Context: an optimization exercise on an open-source flow, tuned for small area. The choices shown serve that exercise and are no tape-out recipe. The clock port is modelled as an ideal driver; clocking choices that lean on that would not hold on a real chip. Power is estimated from default activity; no workload was simulated.

==> flow/design.v (excerpt) <==
module iic #(
    parameter CLK_MAIN = 50000000,
    parameter SCL_DIV = 800000,
    parameter MAX_IIC_SEND_BYTE = 2
)(
    input  wire clk,
    input  wire rst_n,
    input  wire iic_start,
    input  wire iic_read_now,
    input  wire [15:0] iic_send_cnt,
    input  wire [15:0] iic_read_cnt,
    input  wire [MAX_IIC_SEND_BYTE * 8 - 1 : 0] iic_cmd_pack,
    output reg iic_data_valid,
    output reg [7:0] iic_data,
    input wire iic_error_reset,
    output reg iic_error,
    output wire scl,
    output wire sda_oe,
    output wire sda_out,
    input  wire sda_in,
    input  wire [6:0] slave_address
);
Size in the first run: ~74 I/O pins, about 0.0032 sq mm of cells after synthesis.
export LEC_CHECK = 0
export CAP_MARGIN = 20
export CORE_MARGIN = 2
export CORE_UTILIZATION = 60
export GPL_TIMING_DRIVEN = 0
export SLEW_MARGIN = 20
create_clock -name core_clock -period 20.0 [get_ports {clk}]
standard.sh (not shown) runs the stock make flow with config.mk's settings and CLKGATE_MAP_FILE= SYNTH_SCRIPT=/design/flow/synth_recipe.tcl, a recipe that flattens the netlist after the stock synthesis.
==> flow/flow/run.sh <==
#!/bin/bash
# Own layout flow: the standard synthesis, then the combinational logic re-mapped
# with a stronger ABC script (registers untouched), then the standard ORFS layout
# with the port buffers made of the smallest buffer.
set -euo pipefail
W=$(pwd)
R=$W/orfs/results/$FLOW_PLATFORM/iic/base
LIB=$FLOW_HOME/platforms/$FLOW_PLATFORM/lib/sky130_fd_sc_hd__tt_025C_1v80.lib
YOSYS=yosys
[ -x "$FLOW_HOME/../tools/install/yosys/bin/yosys" ] && YOSYS=$FLOW_HOME/../tools/install/yosys/bin/yosys

bash standard.sh "$R/1_2_yosys.v" > synth_standard.log 2>&1
cp "$R/1_2_yosys.v" "$W/1_2_yosys_standard.v"

sed -e "s|@LIB@|$LIB|g" -e "s|@IN@|$W/1_2_yosys_standard.v|g" -e "s|@TOP@|$FLOW_TOP|g" \
    -e "s|@ABC@|$W/flow/reopt.abc|g" -e "s|@STAT@|$W/reopt_stat.txt|g" -e "s|@OUT@|$W/1_2_yosys_reopt.v|g" \
    flow/reopt.ys > reopt_run.ys
"$YOSYS" -s reopt_run.ys > reopt.log 2>&1
cp "$W/1_2_yosys_reopt.v" "$R/1_2_yosys.v"

# clock: the sinks split into 3 groups, each driven by one clkbuf_8 placed at its centre
# (flow/clock_buffers.tcl, run before CTS); CTS itself then only checks the port net
export CLK_GX=2 CLK_GY=2 CLK_BUF=sky130_fd_sc_hd__clkbuf_8
CTS="-clk_nets clk -dont_use_dummy_load -buf_list sky130_fd_sc_hd__clkbuf_8"
bash standard.sh BUFFER_PORTS_ARGS="-buffer_cell sky130_fd_sc_hd__buf_1" CTS_ARGS="$CTS" \
    PRE_CTS_TCL="$W/flow/clock_buffers.tcl" finish > layout.log 2>&1
==> flow/flow/clock_buffers.tcl <==
# Split the clock sinks into a grid of groups and drive each group with one clock buffer
set dbu [[ord::get_db_tech] getDbUnitsPerMicron]
set gx $::env(CLK_GX); set gy $::env(CLK_GY); set cb $::env(CLK_BUF)
set sinks {}
foreach pin [get_pins -hierarchical */CLK] {
  set inst [[sta::sta_to_db_pin $pin] getInst]
  set loc [$inst getLocation]
  lappend sinks [list [get_full_name $pin] [expr [lindex $loc 0]/double($dbu)] [expr [lindex $loc 1]/double($dbu)]]
}
set n [llength $sinks]
set sx [lsort -real -index 1 $sinks]
set per [expr int(ceil($n / double($gx)))]
set g 0
for {set i 0} {$i < $gx} {incr i} {
  set col [lsort -real -index 2 [lrange $sx [expr $i*$per] [expr ($i+1)*$per-1]]]
  set per2 [expr int(ceil([llength $col] / double($gy)))]
  for {set j 0} {$j < $gy} {incr j} {
    set grp [lrange $col [expr $j*$per2] [expr ($j+1)*$per2-1]]
    if {[llength $grp] == 0} continue
    set xs 0; set ys 0; set pins {}
    foreach s $grp { set xs [expr $xs+[lindex $s 1]]; set ys [expr $ys+[lindex $s 2]]; lappend pins [get_pins [lindex $s 0]] }
    set cx [expr $xs/[llength $grp]]; set cy [expr $ys/[llength $grp]]
    insert_buffer -buffer_cell $cb -net clk -load_pins $pins -location [list $cx $cy] -buffer_name clkbuf_g$g
    puts "clock group $g: [llength $grp] sinks at $cx $cy"
    incr g
  }
}
Other scripts of this flow, unchanged in this note and not shown: flow/flow/reopt.abc, flow/flow/reopt.ys
Edit:
--- a/flow/flow/run.sh
+++ b/flow/flow/run.sh
@@ -21,6 +21,2 @@
-# clock: the sinks split into 3 groups, each driven by one clkbuf_8 placed at its centre
-# (flow/clock_buffers.tcl, run before CTS); CTS itself then only checks the port net
-export CLK_GX=2 CLK_GY=2 CLK_BUF=sky130_fd_sc_hd__clkbuf_8
-CTS="-clk_nets clk -dont_use_dummy_load -buf_list sky130_fd_sc_hd__clkbuf_8"
-bash standard.sh BUFFER_PORTS_ARGS="-buffer_cell sky130_fd_sc_hd__buf_1" CTS_ARGS="$CTS" \
-    PRE_CTS_TCL="$W/flow/clock_buffers.tcl" finish > layout.log 2>&1
+CTS="-sink_clustering_enable -repair_clock_nets -dont_use_dummy_load -buf_list {sky130_fd_sc_hd__clkbuf_4 sky130_fd_sc_hd__clkbuf_8} -root_buf sky130_fd_sc_hd__clkbuf_8 -sink_clustering_size 12 -sink_clustering_max_diameter 50"
+bash standard.sh BUFFER_PORTS_ARGS="-buffer_cell sky130_fd_sc_hd__buf_1" CTS_ARGS="$CTS" finish > layout.log 2>&1
removed: flow/flow/clock_buffers.tcl
After rerunning: Design area increases by 1.9%. Routed wire length climbs by 1.8%. Synthesized area is unchanged. Fmax came out higher by 2.9%. Combinational power hardly moves. Flip-flop and latch count stays the same. Utilization climbs by 1.3 points. Global-route usage increases by 1.9 points. Clock power goes up by 55%.
Edit:
--- a/flow/flow/run.sh
+++ b/flow/flow/run.sh
@@ -21 +21 @@
-CTS="-sink_clustering_enable -repair_clock_nets -dont_use_dummy_load -buf_list {sky130_fd_sc_hd__clkbuf_4 sky130_fd_sc_hd__clkbuf_8} -root_buf sky130_fd_sc_hd__clkbuf_8 -sink_clustering_size 12 -sink_clustering_max_diameter 50"
+CTS="-sink_clustering_enable -repair_clock_nets -dont_use_dummy_load -buf_list sky130_fd_sc_hd__clkbuf_4 -root_buf sky130_fd_sc_hd__clkbuf_4 -sink_clustering_size 12 -sink_clustering_max_diameter 50"
Settings changed: GPL_TIMING_DRIVEN 0 to default.
Global-route usage fell by 0.67 points. Synthesized cell count is unchanged. Cell count rose by 0.41%. Wire length fell by 2.3%.
Function was not checked in any run of this note: the RTL went through the layout flow alone.

separate check: timing with driven ports:
No port has a modelled driver above. Below, the same layouts with a new extraction and two added sets of constraints. Step 1 assumes that a clkbuf_16 drives the clock port and a buf_2 every other input. Step 2, shift: input delay + t, output delay - t, t = (earliest + latest rising clock arrival at the registers) / 2. This alone moves slack from input paths to output paths. Three values: ideal ports, drivers, drivers and shift; two values: the first two.
run	t, ns	slack for setup (ns)	hold slack, ns	clock arrival spread, ns	worst register clock-pin slew, ns
the first run	0.220	14.266 / 14.301 / 14.081	0.447 / 0.447 / 0.447	0.007 / 0.007	0.11 / 0.11
the second run	0.358	14.426 / 14.433 / 14.075	0.448 / 0.448 / 0.448	0.018 / 0.018	0.07 / 0.07
the third run	0.415	14.614 / 14.615 / 14.199	0.436 / 0.436 / 0.436	0.031 / 0.031	0.12 / 0.12
After both steps setup and hold are still met in every run listed. For the third run, which loses most, drivers alone change the setup slack by +0.001 ns; drivers and shift together by -0.415 ns.
